This design comes from an exercise in tuning for small area, a short achievable clock period and few clock cycles per item on the open sky130 flow, not from production work. The RTL was checked by simulation tests, not by an equivalence proof against the original design. No activity file was given, so power comes from the tool's default toggle rates.

Design top_fsm, start of the top module:
module top_fsm(
        input clk,
        input rst_n,
        input        ram_in_we,
        input [4 :0] ram_in_addr_wr,
        input [7 :0] ram_in_data_wr,
        input [3 :0] ram_out_addr_rd,
        output [15:0] ram_out_data_rd,
        input opmode_in,
        output reg done_out
);
==> flow/config.mk <==
export PLATFORM = sky130hd
export DESIGN_NAME = top_fsm
export DESIGN_NICKNAME = top_fsm
export VERILOG_FILES = /design/flow/design.v
export SDC_FILE = /design/flow/constraint.sdc
export NUM_CORES = 4
export LEC_CHECK = 0
export CAP_MARGIN = 20
export CORE_MARGIN = 2
export CORE_UTILIZATION = 80
export CTS_CLUSTER_DIAMETER = 100
export CTS_CLUSTER_SIZE = 30
export SETUP_SLACK_MARGIN = 2.2
export SLEW_MARGIN = 20
export SYNTH_HIERARCHICAL = 1
export SYNTH_MINIMUM_KEEP_SIZE = 0
==> flow/constraint.sdc <==
create_clock -name core_clock -period 4.5 [get_ports {clk}]
set_input_delay 0.9000 -clock core_clock [delete_from_list [all_inputs] [get_ports {clk}]]
set_output_delay 0.9000 -clock core_clock [all_outputs]
set_load 0.01 [all_outputs]
run.sh (not shown) runs the stock make flow with config.mk's settings and CLKGATE_MAP_FILE= SYNTH_SCRIPT=/design/flow/synth_recipe.tcl, a recipe that flattens the netlist after the stock synthesis.
The first run failed in clock tree synthesis.
Testbench counts at the start, summed over its fixed seeds: cycles 384, transfers 192.
Then changed:
--- a/flow/config.mk
+++ b/flow/config.mk
@@ -8,5 +8,5 @@
 export CAP_MARGIN = 20
 export CORE_MARGIN = 2
-export CORE_UTILIZATION = 80
+export CORE_UTILIZATION = 65
 export CTS_CLUSTER_DIAMETER = 100
 export CTS_CLUSTER_SIZE = 30
Now the flow finished with timing, DRC and antenna clean.
Synthesized area stays the same.
Synthesized cell count stays the same.

The RTL this note starts from:
==> flow/design.v <==
module top_fsm(
        input clk,
        input rst_n,
        input        ram_in_we,
        input [4 :0] ram_in_addr_wr,
        input [7 :0] ram_in_data_wr,
        input [3 :0] ram_out_addr_rd,
        output [15:0] ram_out_data_rd,
        input opmode_in,
        output reg done_out
);
    reg [7:0]  ram_in  [0:31];
    reg [15:0] ram_out [0:15];
    reg        busy;
    always @(posedge clk) begin
        if (ram_in_we)
            ram_in[ram_in_addr_wr] <= ram_in_data_wr;
    end
    integer k;
    always @(posedge clk) begin
        if (opmode_in)
            for (k = 0; k < 16; k = k + 1)
                ram_out[k] <= {ram_in[2*k], ram_in[2*k+1]};
    end
    wire [15:0] rd_sel;
    rd_decode u_rd_dec (.a(ram_out_addr_rd), .s(rd_sel));
    genvar b, g;
    generate
        for (b = 0; b < 16; b = b + 1) begin : rd_bit
            wire [1:0] half;
            for (g = 0; g < 2; g = g + 1) begin : oct
                rd_oct u_oct (.s(rd_sel[8*g+7:8*g]),
                              .d({ram_out[8*g+7][b], ram_out[8*g+6][b], ram_out[8*g+5][b], ram_out[8*g+4][b],
                                  ram_out[8*g+3][b], ram_out[8*g+2][b], ram_out[8*g+1][b], ram_out[8*g][b]}),
                              .y(half[g]));
            end
            wire out_n;
            rd_nor2  u_or (.a(half[0]), .b(half[1]), .y(out_n));
            rd_inv   u_iv (.a(out_n), .y(ram_out_data_rd[b]));
        end
    endgenerate
    always @(posedge clk or negedge rst_n) begin
        if (!rst_n)
            busy <= 1'b0;
        else
            busy <= opmode_in;
    end
    always @(posedge clk or negedge rst_n) begin
        if (!rst_n)
            done_out <= 1'b0;
        else if (opmode_in)
            done_out <= 1'b0;
        else if (busy)
            done_out <= 1'b1;
    end
endmodule
module rd_decode(input [3:0] a, output [15:0] s);
    wire [3:0] lo, hi;
    rd_pre u_lo (.a(a[1:0]), .p(lo));
    rd_pre u_hi (.a(a[3:2]), .p(hi));
    genvar i;
    generate
        for (i = 0; i < 16; i = i + 1) begin : line
            rd_and2 u_and (.a(lo[i%4]), .b(hi[i/4]), .y(s[i]));
        end
    endgenerate
endmodule
module rd_pre(input [1:0] a, output [3:0] p);
    assign p = 4'b1 << a;
endmodule
module rd_and2(input a, input b, output y);
    assign y = a & b;
endmodule
module rd_ao22n(input a, input b, input c, input d, output y);
    assign y = ~((a & b) | (c & d));
endmodule
module rd_nand4(input a, input b, input c, input d, output y);
    assign y = ~(a & b & c & d);
endmodule
module rd_nor2(input a, input b, output y);
    assign y = ~(a | b);
endmodule
module rd_inv(input a, output y);
    assign y = ~a;
endmodule
module rd_oct(input [7:0] s, input [7:0] d, output y);
    assign y = |(s & d);
endmodule
export LEC_CHECK = 0
export CAP_MARGIN = 0
export CORE_MARGIN = 2
export CORE_UTILIZATION = 65
export CTS_CLUSTER_DIAMETER = 100
export CTS_CLUSTER_SIZE = 30
export SETUP_SLACK_MARGIN = 2.2
export SLEW_MARGIN = 0
export SYNTH_HIERARCHICAL = 1
export SYNTH_MINIMUM_KEEP_SIZE = 0
create_clock -name core_clock -period 4.5 [get_ports {clk}]
Testbench counts at the start, summed over its fixed seeds: cycles 384, transfers 192.
==> next run, changes <==
--- a/flow/config.mk
+++ b/flow/config.mk
@@ -8 +8 @@
-export CAP_MARGIN = 0
+export CAP_MARGIN = 20
@@ -14 +14 @@
-export SLEW_MARGIN = 0
+export SLEW_MARGIN = 20
@@ -16,0 +17 @@
+export TNS_END_PERCENT = 5
What happened:
- The new run finished clean
- die area stays the same
- flip-flop and latch count does not change
- design area falls by 2.3%
- critical path depth rises by 3
==> next run, changes <==
--- a/flow/config.mk
+++ b/flow/config.mk
@@ -13 +13 @@
-export SETUP_SLACK_MARGIN = 2.2
+export SETUP_SLACK_MARGIN = 1.4
@@ -17 +16,0 @@
-export TNS_END_PERCENT = 5
Result: Sequential share of layout area fell by 0.87 points. Worst setup slack is better by 0.20 ns. Area after synthesis does not change. Routed wire length fell by 0.71%. Power stays flat. Sequential power is about the same. Die area is unchanged.
==> next run, changes <==
--- a/flow/config.mk
+++ b/flow/config.mk
@@ -13 +13 @@
-export SETUP_SLACK_MARGIN = 1.4
+export SETUP_SLACK_MARGIN = 2.2
The new run completed with no timing, DRC or antenna violations.
Final area went up slightly.
Clock power barely changes.
Clock-buffer cell count stays the same.
Routed wire length grows by a few percent.
Setup slack is better by 0.0069 ns.

PW:
// top_fsm: RTL as listed in full above, without the edits since
==> flow/config.mk <==
export PLATFORM = sky130hd
export DESIGN_NAME = top_fsm
export DESIGN_NICKNAME = top_fsm
export VERILOG_FILES = /design/flow/design.v
export SDC_FILE = /design/flow/constraint.sdc
export NUM_CORES = 4
export LEC_CHECK = 0
export CAP_MARGIN = 20
export CORE_MARGIN = 2
export CORE_UTILIZATION = 65
export CTS_CLUSTER_DIAMETER = 100
export CTS_CLUSTER_SIZE = 30
export SETUP_SLACK_MARGIN = 3.0
export SLEW_MARGIN = 20
export SYNTH_HIERARCHICAL = 1
export SYNTH_MINIMUM_KEEP_SIZE = 0
==> flow/constraint.sdc <==
create_clock -name core_clock -period 4.5 [get_ports {clk}]
set_input_delay 0.9000 -clock core_clock [delete_from_list [all_inputs] [get_ports {clk}]]
set_output_delay 0.9000 -clock core_clock [all_outputs]
set_load 0.01 [all_outputs]
Testbench counts of PW, summed over its fixed seeds: cycles 384, transfers 192.
Input changes introduced in TR (baseline for comparison: PW):
- SETUP_SLACK_MARGIN: 3.0 -> 2.2
- PLACE_DENSITY: unset -> 0.85
--- outcome ---
TR has critical path depth in cells above what PW had.
Worst-case hold slack for TR: 0.0042 ns down relative to PW
From PW to TR the numbers moved as follows: average detailed-routed wire length per instance went up, sequential share of layout area went up, portion of total power attributed to combinational logic went down, power in the clock group did not really move, wire length of the first global-routing pass went down.
Compared to PW, the routing of TR uses more wire.
Number of global-route vias before repair is higher on PW

Another version of the RTL of top_fsm (not shown whole).
Size in the first run: about 780 cells after synthesis, roughly 510 flip-flops, ~17000 µm² of cells after synthesis.
export LEC_CHECK = 0
export CAP_MARGIN = 20
export CORE_MARGIN = 2
export CORE_UTILIZATION = 65
export CTS_CLUSTER_DIAMETER = 100
export CTS_CLUSTER_SIZE = 30
export SETUP_SLACK_MARGIN = 1.8
export SLEW_MARGIN = 20
export SYNTH_HIERARCHICAL = 1
export SYNTH_MINIMUM_KEEP_SIZE = 0
create_clock -name core_clock -period 4.5 [get_ports {clk}]
standard.sh (not shown) runs the stock make flow with config.mk's settings and CLKGATE_MAP_FILE= SYNTH_SCRIPT=/design/flow/synth_recipe.tcl, a recipe that flattens the netlist after the stock synthesis.
==> flow/flow/run.sh <==
#!/bin/bash
# Standard layout (the standard.sh: standard synthesis, floorplan, power grid,
# placement, CTS, routing), with stronger timing-driven global placement.
set -euo pipefail
export GLOBAL_PLACEMENT_ARGS="-timing_driven_net_weight_max 5 -timing_driven_nets_percentage 25"
bash standard.sh > standard_flow.log 2>&1
The starting point ran to the end with no violations.
Testbench counts at the start, summed over its fixed seeds: cycles 384, transfers 192.
Change:
==> flow/flow/run.sh (replaced) <==
#!/bin/bash
# Standard layout (the standard.sh: standard synthesis, floorplan, power grid,
# placement, CTS, routing) with smaller port buffers, clkbuf_8 clock-tree leaf
# buffers and no dummy clock loads.
set -euo pipefail
export BUFFER_PORTS_ARGS="-buffer_cell sky130_fd_sc_hd__buf_1"
export CTS_ARGS="-sink_clustering_enable -repair_clock_nets -sink_clustering_size 20 -sink_clustering_max_diameter 60 -buf_list {sky130_fd_sc_hd__clkbuf_8 sky130_fd_sc_hd__clkbuf_16} -sink_clustering_buffer sky130_fd_sc_hd__clkbuf_8 -dont_use_dummy_load"
bash standard.sh > standard_flow.log 2>&1
Settings changed: CTS_CLUSTER_DIAMETER 100 to unset, CTS_CLUSTER_SIZE 30 to unset, SETUP_SLACK_MARGIN 1.8 to 2.0.
Effect: Total power drops by 4.4%; cell area drops by 1.7%; clock-buffer cell count climbs by 2; maximum frequency climbs by 1.3%.
Change:
==> flow/flow/run.sh (replaced) <==
#!/bin/bash
# Standard layout (the standard.sh: standard synthesis, floorplan, power grid,
# placement, CTS, routing) with smaller port buffers, clkbuf_8 clock-tree leaf
# buffers, no dummy clock loads, and the read tree's AND-OR gates sized back
# down after global routing (downsize.tcl).
set -euo pipefail
HERE="$(cd "$(dirname "$0")" && pwd)"
export BUFFER_PORTS_ARGS="-buffer_cell sky130_fd_sc_hd__buf_1"
export CTS_ARGS="-sink_clustering_enable -repair_clock_nets -sink_clustering_size 20 -sink_clustering_max_diameter 60 -buf_list {sky130_fd_sc_hd__clkbuf_8 sky130_fd_sc_hd__clkbuf_16} -sink_clustering_buffer sky130_fd_sc_hd__clkbuf_8 -dont_use_dummy_load"
export POST_GLOBAL_ROUTE_TCL="$HERE/downsize.tcl"
bash standard.sh > standard_flow.log 2>&1
==> flow/flow/downsize.tcl (new file) <==
# Runs after global routing (POST_GLOBAL_ROUTE_TCL): puts every a22oi back to
# its smallest size, then legalizes and re-routes the nets that changed.
puts "WNS before downsizing: [sta::worst_slack -max]"
global_route -start_incremental
set n 0
foreach inst [get_cells *] {
  if { [regexp {^sky130_fd_sc_hd__a22oi_[24]$} [get_property $inst ref_name]] } {
    replace_cell $inst sky130_fd_sc_hd__a22oi_1
    incr n
  }
}
detailed_placement
global_route -end_incremental
estimate_parasitics -global_routing
write_guides $::env(RESULTS_DIR)/route.guide
puts "Downsized $n a22oi; WNS after: [sta::worst_slack -max]"
Settings changed: CTS_CLUSTER_DIAMETER set to 100, CTS_CLUSTER_SIZE set to 30, SETUP_SLACK_MARGIN 2.0 to 1.8.
Via count fell by 0.89%.
Synthesized area does not change.
Sequential cell count stays the same.
Utilization decreases by 2.0 points.
Maximum frequency goes down by 2.2%.
Cell area falls by 2.7%.
Die area is unchanged.
Non-clock buffer count fell by 2.
Change:
==> flow/flow/run.sh (replaced) <==
#!/bin/bash
# Standard layout (the standard.sh: standard synthesis, floorplan, power grid,
# placement, CTS, routing) with smaller port buffers and no dummy clock loads.
set -euo pipefail
export BUFFER_PORTS_ARGS="-buffer_cell sky130_fd_sc_hd__buf_1"
export CTS_ARGS="-sink_clustering_enable -repair_clock_nets -sink_clustering_size 30 -sink_clustering_max_diameter 100 -dont_use_dummy_load"
bash standard.sh > standard_flow.log 2>&1
removed: flow/flow/downsize.tcl
Effect: The new run produced a clean layout. Power rises by a few percent. Routed wire length drops slightly. Global-route usage hardly moves.
Change:
==> flow/run.sh (new file) <==
#!/bin/bash
# synth_recipe.tcl (not shown) runs the flow's synth.tcl, then flattens the netlist and writes it again
# the make line also repeats each setting of config.mk as NAME=value (left out here)
make -C /OpenROAD-flow-scripts/flow DESIGN_CONFIG=/design/flow/config.mk WORK_HOME=/design/flow/orfs CLKGATE_MAP_FILE= SYNTH_SCRIPT=/design/flow/synth_recipe.tcl finish
removed: flow/flow/run.sh
removed: flow/standard.sh
Outcome: The new run produced a clean layout. Wire length rises by 1.8%. Design area rises by 2.5%. Worst setup slack gets better by 43 ps. First-iteration DRC count falls by 23%. Synthesized area does not change. Die area does not change. Total power rises by 1.7%. Via count rises by 0.87%. Worst hold slack gets better by 270 ps. Core utilization rises by 1.8 points. Critical path depth does not change.
Change:
==> flow/flow/run.sh (new file) <==
#!/bin/bash
# Standard layout (the standard.sh: standard synthesis, floorplan, power grid,
# placement, CTS, routing) with smaller port buffers, clkbuf_8 clock-tree leaf
# buffers and no dummy clock loads.
set -euo pipefail
export BUFFER_PORTS_ARGS="-buffer_cell sky130_fd_sc_hd__buf_1"
export CTS_ARGS="-sink_clustering_enable -repair_clock_nets -sink_clustering_size 20 -sink_clustering_max_diameter 60 -buf_list {sky130_fd_sc_hd__clkbuf_8 sky130_fd_sc_hd__clkbuf_16} -sink_clustering_buffer sky130_fd_sc_hd__clkbuf_8 -dont_use_dummy_load"
bash standard.sh > standard_flow.log 2>&1
==> flow/standard.sh (new file) <==
#!/bin/bash
# synth_recipe.tcl (not shown) runs the flow's synth.tcl, then flattens the netlist and writes it again
# the make line also repeats each setting of config.mk as NAME=value (left out here)
make -C /OpenROAD-flow-scripts/flow DESIGN_CONFIG=/design/flow/config.mk WORK_HOME=/design/flow/orfs CLKGATE_MAP_FILE= SYNTH_SCRIPT=/design/flow/synth_recipe.tcl "${@:-finish}"
removed: flow/run.sh
Core utilization falls by 2.2 points; cell area came out lower by 2.9%; sequential cell count stays the same; via count goes down by 0.72%; clock skew increases by 13 ps; wire length fell by 0.97%; register-to-register slack degrades by 30 ps; setup slack got worse by 25 ps; cell count went down by 0.42%; area after synthesis does not change; power is lower by 3.8%.

==> afterwards: timing with drivers on the ports <==
No port has a modelled driver above. Below, the same layouts with a new extraction and two added sets of constraints. Step 1 assumes that a clkbuf_16 drives the clock port and a buf_2 every other input. Step 2 times the ports against the registers' clock, not the clock port: input delays grow and output delays shrink by t, the midpoint of the rising clock arrivals with the driver on. a / b / c = ideal / step 1 / step 2; a / b = the first two.
run	shift t [ns]	slack for setup (ns)	worst setup path after step 2	latest minus earliest clock arrival (ns)	cell pins on the clock port's net
the second run of note 1	0.575	1.226 / 1.135 / 1.135	input to output	0.032 / 0.032	1
the first run of note 2	0.577	1.221 / 1.181 / 1.181	input to output	0.036 / 0.035	1
the second run of note 2	0.583	1.018 / 0.967 / 0.967	input to output	0.040 / 0.041	1
the third run of note 2	0.580	1.214 / 1.138 / 1.114	input to register	0.040 / 0.040	1
the fourth run of note 2	0.577	1.221 / 1.181 / 1.181	input to output	0.036 / 0.035	1
PW	0.571	1.185 / 1.131 / 1.131	input to output	0.030 / 0.030	1
TR	0.582	1.196 / 1.144 / 1.144	input to output	0.043 / 0.043	1
the first run of note 4	0.582	1.369 / 1.328 / 1.284	input to register	0.021 / 0.022	1
the second run of note 4	0.568	1.409 / 1.366 / 1.366	input to output	0.036 / 0.035	1
the third run of note 4	0.566	1.339 / 1.276 / 1.276	input to output	0.063 / 0.063	1
the fourth run of note 4	0.553	1.395 / 1.332 / 1.332	input to output	0.073 / 0.073	1
the fifth run of note 4	0.581	1.438 / 1.374 / 1.280	input to register	0.034 / 0.034	1
the sixth run of note 4	0.562	1.413 / 1.350 / 1.350	input to output	0.064 / 0.063	1
After both steps setup and hold are still met in every run listed. The setup slack of the fifth run of note 4, which loses most, moves by -0.064 ns with the drivers and by -0.158 ns with both steps.
